Background: an optimization exercise with open tools, aiming at small area, a short achievable clock period and few clock cycles per item. Do not read the settings as production practice. In this exercise RTL edits were held to simulation tests only and were not proved equivalent to the original. Power is estimated from default activity; no workload was simulated.

### flow/run.sh
#!/bin/bash
# Own flow: the standard layout, except that before global placement
# flow/array_place.tcl places the register file by hand (four lane blocks of
# 8 bit columns x 32 word rows, each column's read gates beside its
# flip-flops) and holds it while the rest is placed; flow/array_release.tcl
# releases it after global placement. Synthesis is the standard one.
# Each tool's output goes to a log file in this folder.
set -euo pipefail
HERE=$(pwd)
bash standard.sh synth > 1_synth.log 2>&1
export PRE_GLOBAL_PLACE_SKIP_IO_TCL="$HERE/flow/array_place.tcl"
export POST_GLOBAL_PLACE_TCL="$HERE/flow/array_release.tcl"
export SP_COL_SITES=31 SP_DEC_SITES=0 SP_GAP_X=2000
bash standard.sh PRE_GLOBAL_PLACE_SKIP_IO_TCL="$PRE_GLOBAL_PLACE_SKIP_IO_TCL" \
  POST_GLOBAL_PLACE_TCL="$POST_GLOBAL_PLACE_TCL" finish > 2_layout.log 2>&1
### flow/array_place.tcl
# Structured placement of the register file before global placement.
# The memory is laid out as four lane blocks (8 bit columns each, 32 word
# rows); each bit column holds its 32 flip-flops (one per row) and, beside
# them, that bit's read-selection gates; each lane's word decoder gates sit in
# a narrow column in the middle of the lane, on the row of their word. The
# placed cells are marked FIRM for global placement (so the rest is placed
# around them) and released again after it by array_release.tcl.
set block [ord::get_db_block]
set ::sp_cells {}
set tech_site_w 460
set row_h 2720

set col_sites  [expr {[info exists ::env(SP_COL_SITES)] ? $::env(SP_COL_SITES) : 32}]
set dec_sites  [expr {[info exists ::env(SP_DEC_SITES)] ? $::env(SP_DEC_SITES) : 10}]
set lane_gap_x [expr {[info exists ::env(SP_GAP_X)] ? $::env(SP_GAP_X) : 8000}]
set lane_gap_y [expr {[info exists ::env(SP_GAP_Y)] ? $::env(SP_GAP_Y) : 4}]

# ---- rows and occupancy (sites) ----
set rows [lsort -command {apply {{a b} {expr {[lindex [$a getOrigin] 1] - [lindex [$b getOrigin] 1]}}}} [$block getRows]]
set nrows [llength $rows]
set row0 [lindex $rows 0]
set x0 [lindex [$row0 getOrigin] 0]
set y0 [lindex [$row0 getOrigin] 1]
set nsites [$row0 getSiteCount]
array set occ {}
foreach inst [$block getInsts] {
  if {0 && [$inst isPlaced]} {
    set bb [$inst getBBox]
    set r [expr {([$bb yMin] - $y0) / $row_h}]
    set s0 [expr {([$bb xMin] - $x0) / $tech_site_w}]
    set s1 [expr {([$bb xMax] - $x0 + $tech_site_w - 1) / $tech_site_w}]
    for {set s $s0} {$s < $s1} {incr s} { set occ($r,$s) 1 }
  }
}

proc sp_put {inst r s} {
  # place inst in row r at the first free run of sites at or right of s
  set s_in $s
  global occ rows x0 y0 tech_site_w row_h nsites
  set w [expr {[[$inst getMaster] getWidth] / $tech_site_w}]
  while 1 {
    set ok 1
    for {set k 0} {$k < $w} {incr k} {
      if {[info exists occ($r,[expr {$s + $k}])]} { set ok 0; break }
    }
    if {$ok} break
    incr s
  }
  if {$s + $w > $nsites} { error "SP: row $r full at [$inst getName] s=$s w=$w from=$s_in" }
  for {set k 0} {$k < $w} {incr k} { set occ($r,[expr {$s + $k}]) 1 }
  if {[info exists ::env(SP_DEBUG)] && $r == $::env(SP_DEBUG)} { puts "SPD $r $s $w [$inst getName] [[$inst getMaster] getName]" }
  set row [lindex $rows $r]
  $inst setOrient [$row getOrient]
  $inst setLocation [expr {$x0 + $s * $tech_site_w}] [expr {$y0 + $r * $row_h}]
  $inst setPlacementStatus PLACED
  lappend ::sp_cells $inst
  return [expr {$s + $w}]
}

proc sp_driver {net} {
  foreach it [$net getITerms] { if {[$it isOutputSignal]} { return [$it getInst] } }
  return ""
}
proc sp_loads {net} {
  set l {}
  foreach it [$net getITerms] { if {[$it isInputSignal]} { lappend l [$it getInst] } }
  return $l
}
proc sp_out_net {inst} {
  foreach it [$inst getITerms] { if {[$it isOutputSignal]} { return [$it getNet] } }
  return ""
}

# ---- find the cells ----
array set flop {}
foreach inst [$block getInsts] {
  set n [string map {\\ ""} [$inst getName]]
  if {[regexp {^mem_arr\[(\d+)\]\[(\d+)\]} $n -> w b]} { set flop($w,$b) $inst }
}
puts "SP: [array size flop] memory flip-flops"

# lane block geometry
set lane_w_sites [expr {8 * $col_sites + $dec_sites}]
set total_w [expr {2 * $lane_w_sites * $tech_site_w + $lane_gap_x}]
set core_w [expr {$nsites * $tech_site_w}]
set sx0 [expr {(($core_w - $total_w) / 2) / $tech_site_w}]
set gap_sites [expr {$lane_gap_x / $tech_site_w}]
set total_h_rows [expr {64 + $lane_gap_y}]
set ry0 [expr {($nrows - $total_h_rows) / 2}]
puts "SP: $nrows rows, $nsites sites; array from site $sx0 row $ry0"

set placed 0
for {set l 0} {$l < 4} {incr l} {
  set lx [expr {$sx0 + ($l % 2) * ($lane_w_sites + $gap_sites)}]
  set ly [expr {$ry0 + ($l / 2) * (32 + $lane_gap_y)}]
  for {set c 0} {$c < 8} {incr c} {
    set b [expr {$l * 8 + $c}]
    set cx [expr {$lx + $c * $col_sites + ($c >= 4 ? $dec_sites : 0)}]
    # flip-flops, one per word row
    array unset rowof
    array unset used
    for {set w 0} {$w < 32} {incr w} {
      set f $flop($w,$b)
      sp_put $f [expr {$ly + $w}] $cx
      set rowof($f) $w
      incr placed
    }
    # the read gates, level by level, each in the free row slot (beside
    # the flip-flop) nearest the mean row of its inputs
    set level {}
    for {set w 0} {$w < 32} {incr w} { lappend level $flop($w,$b) }
    for {set depth 0} {$depth < 4} {incr depth} {
      array unset ins
      set next_level {}
      foreach src $level {
        foreach g [sp_loads [sp_out_net $src]] {
          if {[string match "PRDATA*" [string map {\\ ""} [$g getName]]]} continue
          if {[string match "mem_arr*" [string map {\\ ""} [$g getName]]]} continue
          if {![info exists ins($g)]} { set ins($g) {}; lappend next_level $g }
          lappend ins($g) $rowof($src)
        }
      }
      foreach g $next_level {
        set sum 0
        foreach r $ins($g) { set sum [expr {$sum + $r}] }
        set ideal [expr {double($sum) / [llength $ins($g)]}]
        set best -1
        for {set r 0} {$r < 32} {incr r} {
          if {[info exists used($r)]} continue
          if {$best < 0 || abs($r - $ideal) < abs($best - $ideal)} { set best $r }
        }
        set used($best) 1
        set rowof($g) $best
        sp_put $g [expr {$ly + $best}] [expr {$cx + 24}]
        incr placed
      }
      set level $next_level
    }
  }
  # word decoder gates: drivers of the lane's write enables and read selects
  set dx [expr {$lx + 4 * $col_sites}]
  for {set w 0} {$w < ($dec_sites > 0 ? 32 : 0)} {incr w} {
    set f $flop($w,[expr {$l * 8}])
    foreach it [$f getITerms] {
      if {[[$it getMTerm] getName] eq "DE"} {
        set d [sp_driver [$it getNet]]
        if {$d ne "" && [$d getPlacementStatus] ne "FIRM"} { sp_put $d [expr {$ly + $w}] $dx; incr placed }
      }
    }
    set g [lindex [sp_loads [sp_out_net $f]] 0]
    foreach it [$g getITerms] {
      if {[$it isInputSignal] && [$it getNet] ne ""} {
        set d [sp_driver [$it getNet]]
        if {$d ne "" && ![string match "mem_arr*" [$d getName]] && [$d getPlacementStatus] ne "FIRM"} {
          # the select for this word: place on its row
          set dn [sp_out_net $d]
          set mine 0
          foreach ld [sp_loads $dn] { if {$ld eq $g} { set mine 1 } }
          if {$mine} { sp_put $d [expr {$ly + $w}] $dx; incr placed }
        }
      }
    }
  }
}
puts "SP: placed $placed cells"
# legalize (the taps are already in the rows), then hold the array still
# while the rest of the design is placed around it
detailed_placement
foreach inst $::sp_cells { $inst setPlacementStatus FIRM }
### config.mk
export PLATFORM = sky130hd
export DESIGN_NAME = APB_Slave
export DESIGN_NICKNAME = APB_Slave
export VERILOG_FILES = /design/flow/design.v
export SDC_FILE = /design/flow/constraint.sdc
export NUM_CORES = 4
export LEC_CHECK = 0
export CAP_MARGIN = 20
export CORE_AREA = 2.3 2.72 259.7 229.3
export CTS_CLUSTER_DIAMETER = 100
export CTS_CLUSTER_SIZE = 24
export DIE_AREA = 0 0 262 232
export SETUP_SLACK_MARGIN = 3.3
export SLEW_MARGIN = 20
export SYNTH_HIERARCHICAL = 1
### design.v
module APB_Slave_or8
(   input       [7:0] sel,
    input       [7:0] d,
    output            y
);
    assign y = |(sel & d);
endmodule
module APB_Slave_nor2
(   input       [1:0] a,
    output            y
);
    assign y = ~|a;
endmodule
module APB_Slave_nand2
(   input       [1:0] a,
    output            y
);
    assign y = ~&a;
endmodule
module APB_Slave_rdbit
(   input       [31:0] sel,
    input       [31:0] d,
    output             q
);
    wire  [3:0] p;                                               
    wire  [1:0] n;                                               
    genvar k;
    generate
        for (k = 0; k < 4; k = k + 1) begin : g8
            APB_Slave_or8 u (.sel(sel[8*k+7:8*k]), .d(d[8*k+7:8*k]), .y(p[k]));
        end
        for (k = 0; k < 2; k = k + 1) begin : g16
            APB_Slave_nor2 u (.a(p[2*k+1:2*k]), .y(n[k]));
        end
    endgenerate
    APB_Slave_nand2 u32 (.a(n), .y(q));
endmodule
module APB_Slave_dec
(   input        [3:0] lo_n,                                     
    input        [3:0] lo_wr_n,                                  
    input        [7:0] hi_n,                                     
    output      [31:0] rsel,
    output      [31:0] wsel
);
    genvar g;
    generate
        for (g = 0; g < 32; g = g + 1) begin : w
            assign rsel[g] = ~(lo_n[g % 4]    | hi_n[g / 4]);
            assign wsel[g] = ~(lo_wr_n[g % 4] | hi_n[g / 4]);
        end
    endgenerate
endmodule
module APB_Slave#( parameter DWIDTH = 32, AWIDTH = 5)
(   input                                      PCLK,             
    input                                   PRESETn,             
    input                                     PSELx,             
    input                                   PENABLE,             
    input                        [AWIDTH-1:0] PADDR,             
    input                                    PWRITE,             
    input                       [DWIDTH-1:0] PWDATA,             
    output reg                  [DWIDTH-1:0] PRDATA,             
    output                                   PREADY,             
    output                                   PSLVERR             
);
    localparam DEPTH = 2**AWIDTH;
    localparam LANES = 4;
    localparam LW    = DWIDTH / LANES;
    reg           [DWIDTH-1:0] mem_arr[DEPTH-1:0];
    wire          [DWIDTH-1:0] rd_word;
    wire                       wr = PSELx && PENABLE && PWRITE;
    reg                  [3:0] lo_n, lo_wr_n;                    
    reg                  [7:0] hi_n;                             
    integer                    k;
    always @(*) begin
        for (k = 0; k < 4; k = k + 1) begin
            lo_n[k]    = ~(PADDR[1:0] == k);
            lo_wr_n[k] = ~(wr && PADDR[1:0] == k);
        end
        for (k = 0; k < 8; k = k + 1)
            hi_n[k]    = ~(PADDR[4:2] == k);
    end
    genvar l, g, b;
    generate
        for (l = 0; l < LANES; l = l + 1) begin : lane
            wire [DEPTH-1:0] rsel;                               
            wire [DEPTH-1:0] wsel;                               
            APB_Slave_dec u_dec (.lo_n(lo_n), .lo_wr_n(lo_wr_n), .hi_n(hi_n), .rsel(rsel), .wsel(wsel));
            for (g = 0; g < DEPTH; g = g + 1) begin : word
                always @(posedge PCLK)
                    if (wsel[g])
                        mem_arr[g][l*LW +: LW] <= PWDATA[l*LW +: LW];
            end
            for (b = l*LW; b < (l+1)*LW; b = b + 1) begin : rd
                wire [DEPTH-1:0] column;
                for (g = 0; g < DEPTH; g = g + 1) begin : col
                    assign column[g] = mem_arr[g][b];
                end
                APB_Slave_rdbit u_bit (.sel(rsel), .d(column), .q(rd_word[b]));
            end
        end
    endgenerate
always @(posedge PCLK)
begin
    PRDATA <= rd_word;
end
    assign PREADY  = 1'b1;
    assign PSLVERR = 1'b0;
endmodule
### flow/array_release.tcl
# After global placement: release the register-file cells that
# array_place.tcl held FIRM, so that timing repair may resize them and
# detailed placement may legalize around the result.
set n 0
foreach inst [[ord::get_db_block] getInsts] {
  if {[$inst getPlacementStatus] eq "FIRM"} {
    $inst setPlacementStatus PLACED
    incr n
  }
}
puts "SP: released $n cells"
### constraint.sdc
create_clock -name core_clock -period 5.5 [get_ports {PCLK}]
set_input_delay 1.1000 -clock core_clock [delete_from_list [all_inputs] [get_ports {PCLK}]]
set_output_delay 1.1000 -clock core_clock [all_outputs]
set_load 0.01 [all_outputs]
### standard.sh
#!/bin/bash
# synth_recipe.tcl (not shown) runs the flow's synth.tcl, then flattens the netlist and writes it again
# the make line also repeats each setting of config.mk as NAME=value (left out here)
make -C /OpenROAD-flow-scripts/flow DESIGN_CONFIG=/design/flow/config.mk WORK_HOME=/design/flow/orfs CLKGATE_MAP_FILE= SYNTH_SCRIPT=/design/flow/synth_recipe.tcl "${@:-finish}"
==> results by group, run 1 <==
Outcome
  • Status: stopped before the end
  • Last stage: 3_1_place_gp_skip_io
  • Log Error: Error: global_place_skip_io.tcl, 4 can't read "tech_site_w": no such variable

Floorplanning
  • Std cell rows: 83
  • Die height: between 200 and 250 µm
  • Die Wd: 262 µm
  • Initial core utilization: 65.7%

Synth
  • #FFs+latches synth: 1056
  • Most common library cells after synthesis: edfxtp_1, a22oi_1, nor2_1
  • Syn nets: between 2000 and 2500
  • Register area share after synthesis: between 80 and 90%
  • Post-synth top area share: 80.6%
  • Post-synth EDFFs: 1024
  • Largest cells by area after synthesis: edfxtp_1, a22oi_1, nor2_1
  • Most common cell in the synthesized netlist: edfxtp_1
  • Mapped Area: 0.0382 mm²
  • YS warnings: 8
  • Area leader, netlist: edfxtp_1
  • Async S/R FF share, synth: 0%
  • Cells after Synth: approximately 2100
  • Distinct cells, synth: 16
  • Post-synth top flop: edfxtp_1
  • Avg Synthesized Cell Area: about 18 µm²
==> logic make-up after synthesis <==
| group | Yosys count | synth area share, % |
|---|---|---|
| buffers and inverters | 66 | 1.77 |
| and+or+nand+nor | 498 | 5.85 |
| AOI/OAI and AO/OA | 512 | 10.1 |
| DFF | 1056 | 82.3 |
| other | 2 | 0.0197 |
==> per-module statistics from Yosys (local to each module, per instance), excerpt <==
| module | cell area (µm²) | cells |
|---|---|---|
| APB_Slave_nor2 | 3.75 | 1 |
| APB_Slave_or8 | 36.3 | 5 |
| APB_Slave_nand2 | 3.75 | 1 |
| APB_Slave | 31500 | 1078 |
| APB_Slave_dec | 405 | 80 |
Testbench counts, summed over its fixed seeds: cycles 8,184, transfers 4,096.
==> inputs of run 2 (changes only) <==
--- a/flow/array_place.tcl
+++ b/flow/array_place.tcl
@@ -7,2 +7,4 @@
 # around them) and released again after it by array_release.tcl.
+# ORFS sources this hook inside a proc: run it at global scope
+uplevel #0 {
 set block [ord::get_db_block]
@@ -169 +171,2 @@
 foreach inst $::sp_cells { $inst setPlacementStatus FIRM }
+}
==> results by group, run 2 <==
Synth
  • YS warnings: 8 (unchanged)
  • Synth Area in Compound Gates: 10.1% (unchanged)
  • Async S/R FF share, synth: 0% (unchanged)
  • Largest family of logic cells by synthesized area: compound AO/OA/AOI/OAI gates
  • Most common library cells after synthesis: edfxtp_1, a22oi_1, nor2_1
  • Syn nets: 2176 (unchanged)
  • Post-synth EDFFs: 1024 (unchanged)
  • Distinct cells, synth: 16 (unchanged)
  • Mapped Area: 0.0382 mm² (unchanged)
  • Register area share after synthesis: 82.3% (unchanged)
  • Cells after Synth: 2134 (unchanged)
  • Post-synth top flop: edfxtp_1
  • Multiplexer share of the synthesized area: 0% (unchanged)
  • Post-Synth Adder-Cell Area: 0% (unchanged)
  • Largest cells by area after synthesis: edfxtp_1, a22oi_1, nor2_1
  • Most common cell in the synthesized netlist: edfxtp_1
  • Post-Synth Simple-Gate Area: 5.85% (unchanged)
  • Area leader, netlist: edfxtp_1
  • Avg Synthesized Cell Area: 17.9 µm² (unchanged)
  • Post-synth top area share: 80.6% (unchanged)
  • Xor/xnor share of the synthesized area: 0% (unchanged)
  • #FFs+latches synth: 1056 (unchanged)

Cells and area
  • Fraction of layout cells with a size suffix above 1: a little over a fifth
  • Largest regs: mem_arr x1024, PRDATA x32
  • Post-Route Utilization: 75.9%
  • Non-filler cells, final: 3114
  • Final nets: 2354
  • Commonest non-fill, non-tap cell in the layout: edfxtp_1
  • Top reg by flops: mem_arr
  • Number of flip-flops under the largest register name: 1024
  • Layout area overhead: 15.5%
  • # diodes: 0
  • Most frequent cells in the layout: edfxtp_1, a22oi_1, nor2_4

Critical path
  • Crit-path cells: buf_6, nand2b_4, buf_12, buf_4, nor2_4, a22oi_1, nand4_1, nor2_1, nand2_2
  • R2R depth: 4
  • R2R setup slack: between 4 and 5 ns
  • Crit path DAT: 2.87 ns
  • Buf+Inv Stages, Crit Path: 3
  • Critical path depth: 9
  • Worst setup startpoint: PADDR[1]
  • Worst R2R Start: mem_arr[29][10]$_DFFE_PP_
  • Critical path's largest stage delay: 0.32 ns
  • CP Capture Type: register
  • Crit path launch type: input port
  • End point of the critical path: PRDATA[25]$_DFF_P_
  • Crit path kind: input port to register
  • CP max stage cell: a22oi_1
  • R2r endpoint: PRDATA[10]$_DFF_P_
  • CP delay by family, top: simple AND/OR/NAND/NOR gates
  • Crit-path max FO: 14
  • Worst endpoint required time: 6.03 ns

Clocking
  • Num CTS Buffers: 49
  • CTS tree: built
  • Worst-Skew Late Latency: 0.66 ns
  • CTS clock-pin slew for the worst setup and hold paths: 0.10 ns
  • Root Driver: clkbuf_16
  • # hold bufs at CTS: 0
  • H-tree depth: 2
  • CTS Buffer Depth: 3
  • Clk sink count: 1056

Global route
  • First-pass GRT wire length: 146 mm
  • Vias in the first global route: 21777
  • Largest net degree at the start of global routing: 33
  • GR peak layer: met1
  • Global routing met1 resource utilization: between 50% and 60%
  • GR Util met3: about 8.4%
  • Tot GR Track Use: about 34%
  • Met2 Use GR: a little under half
  • Residual overflow from global routing: 0
  • Antenna violations before repair: 1

Timing
  • Max Clock Skew: 0.0322 ns
  • Worst Tran Pin Value: 0.994 ns
  • Endpoints failing setup: 0
  • Max Slew Vio Count: 0
  • Maximum clock rate: 427 MHz
  • Crit share post-route: between 40% and 50%
  • Number of hold violations in the final report: 0
  • Setup TNS: 0 ns
  • Min Tclk post-route: 2.34 ns
  • RSZ-0062 raised after global routing: true
  • Slew HR: between 30% and 40%

Floorplanning
  • Initial core utilization: 65.7% (unchanged)
  • Die Wd: 262 µm (unchanged)
  • Die height: 232 µm (unchanged)
  • Die area: 0.0608 mm²
  • I/O Pins: 76
  • Std cell rows: 83 (unchanged)
  • Core ar.: around 0.058 mm²

Pwr
  • Static Leakage: about 13 nW
  • Max VDD drop: 0.000222 V
  • PD cells: 311 mW/mm²

Drt
  • Wirelength, routed: 106 mm
  • Residual DRC: 0
  • Drt pass-1 iters: 6
  • Initial DRC Count: 5364
  • Vias per inst: 7.56
  • Via count: 23554
  • Post-DR wirelength/cell: 34.0 µm
  • Post-DRT Antenna Nets: 0

Placed design
  • Detailed Place HPWL: 58.3 mm
  • Number of instances in the placed design: 2926
  • I/O Buffers: 72

Run
  • Total of max-cap violations: 0

Outcome
  • Status: no timing/DRC/antenna violations

Min path
  • Worst Hold Class: register to register
[run 2: cell counts after synthesis]
Identical to the previous run, type by type.
[run 2: layout make-up]
class                      instances  area [µm²]
fill                            2742       14000
tap                              765         957
timing repair buffer             185        2220
clock buffer                      88        1370
multi-input combinational       1020        8090
sequential                      1056       31400
[run 2: what timing repair did]
item,4_1_cts,5_1_grt
gates cloned,14,4
pin swaps,29,6
gates resized for setup,372,40
buffers inserted,49,33
endpoints found under the setup margin,1088,142
[run 2: worst min path at each step]
stage / start / end / cells after the start
floorplan: mem_arr[22][0]$_DFFE_PP_ / PRDATA[0]$_DFF_P_ / 4
global placement: mem_arr[30][16]$_DFFE_PP_ / PRDATA[16]$_DFF_P_ / 4
detailed placement: mem_arr[22][14]$_DFFE_PP_ / PRDATA[14]$_DFF_P_ / 4
CTS: mem_arr[6][14]$_DFFE_PP_ / PRDATA[14]$_DFF_P_ / 4
global route: mem_arr[30][14]$_DFFE_PP_ / PRDATA[14]$_DFF_P_ / 4
finish: mem_arr[30][31]$_DFFE_PP_ / PRDATA[31]$_DFF_P_ / 4
[run 2: where the power goes]
part	switching [mW]	internal, mW	total, mW
clock network	2.37	1.70	4.08
logic	0.492	0.230	0.721
registers	0.0271	8.88	8.91
[run 2: Yosys stat by module, one instance, submodules excluded, excerpt]
module / cells / area (µm²) / times used
APB_Slave: 1078 / 31500 / 1
APB_Slave_dec: 80 / 405 / 4
APB_Slave_nand2: 1 / 3.75 / 32
APB_Slave_nor2: 1 / 3.75 / 64
APB_Slave_or8: 5 / 36.3 / 128
[run 2: worst reg2reg max path, cell delays in order, from the launching register on]
cell and delay (ns):
edfxtp_1 0.46, a22oi_2 0.37, nand4_1 0.22, nor2_2 0.18
nand2_1 0.12
[run 2: through the flow]
stage	setup WS (ns)	cell area, µm²	hold slack, ns	total power, mW
after floorplan	3.14	39400	0.514	9.35
after global placement	1.31	40600	0.578	9.63
after detailed placement	1.23	40600	0.575	9.63
after CTS	3.28	43500	0.597	13.5
after global routing	3.20	44000	0.626	14.0
final	3.16	44000	0.589	13.7
[run 2: logic make-up (layout without fill, tap and decap cells)]
family	count (synthesis)	in the layout
flip-flops	1056	1056
buffers and inverters	66	273
AND/OR/NAND/NOR	498	506
other	2	2
AO/OA/AOI/OAI	512	512
[run 2: layer usage]
metal	vias to the layer above	share of wire, %
met5	-	0.014
met2	2676	43
met1	11270	34
li1	9143	-
met3	463	18
met4	2	5.9

separate check: timing with driven ports:
No port has a modelled driver above. Below, the same layout with a new extraction and two added sets of constraints.
Step 1 assumes that a clkbuf_16 drives the clock port and a buf_2 every other input.
Step 2 also shifts input and output timing later by t, the mid clock arrival at the registers, as if the neighbouring blocks saw the same clock.
a / b / c = ideal ports / drivers / drivers and shift; a / b = the first two.
run: run 2
t, ns: 0.712
setup slack, ns: 3.161 / 3.175 / 2.463
hold WS [ns]: 0.589 / 0.589 / 0.589
After both steps run 2 still meets setup and hold. The setup slack of run 2 moves by +0.014 ns with the drivers and by -0.698 ns with both steps.
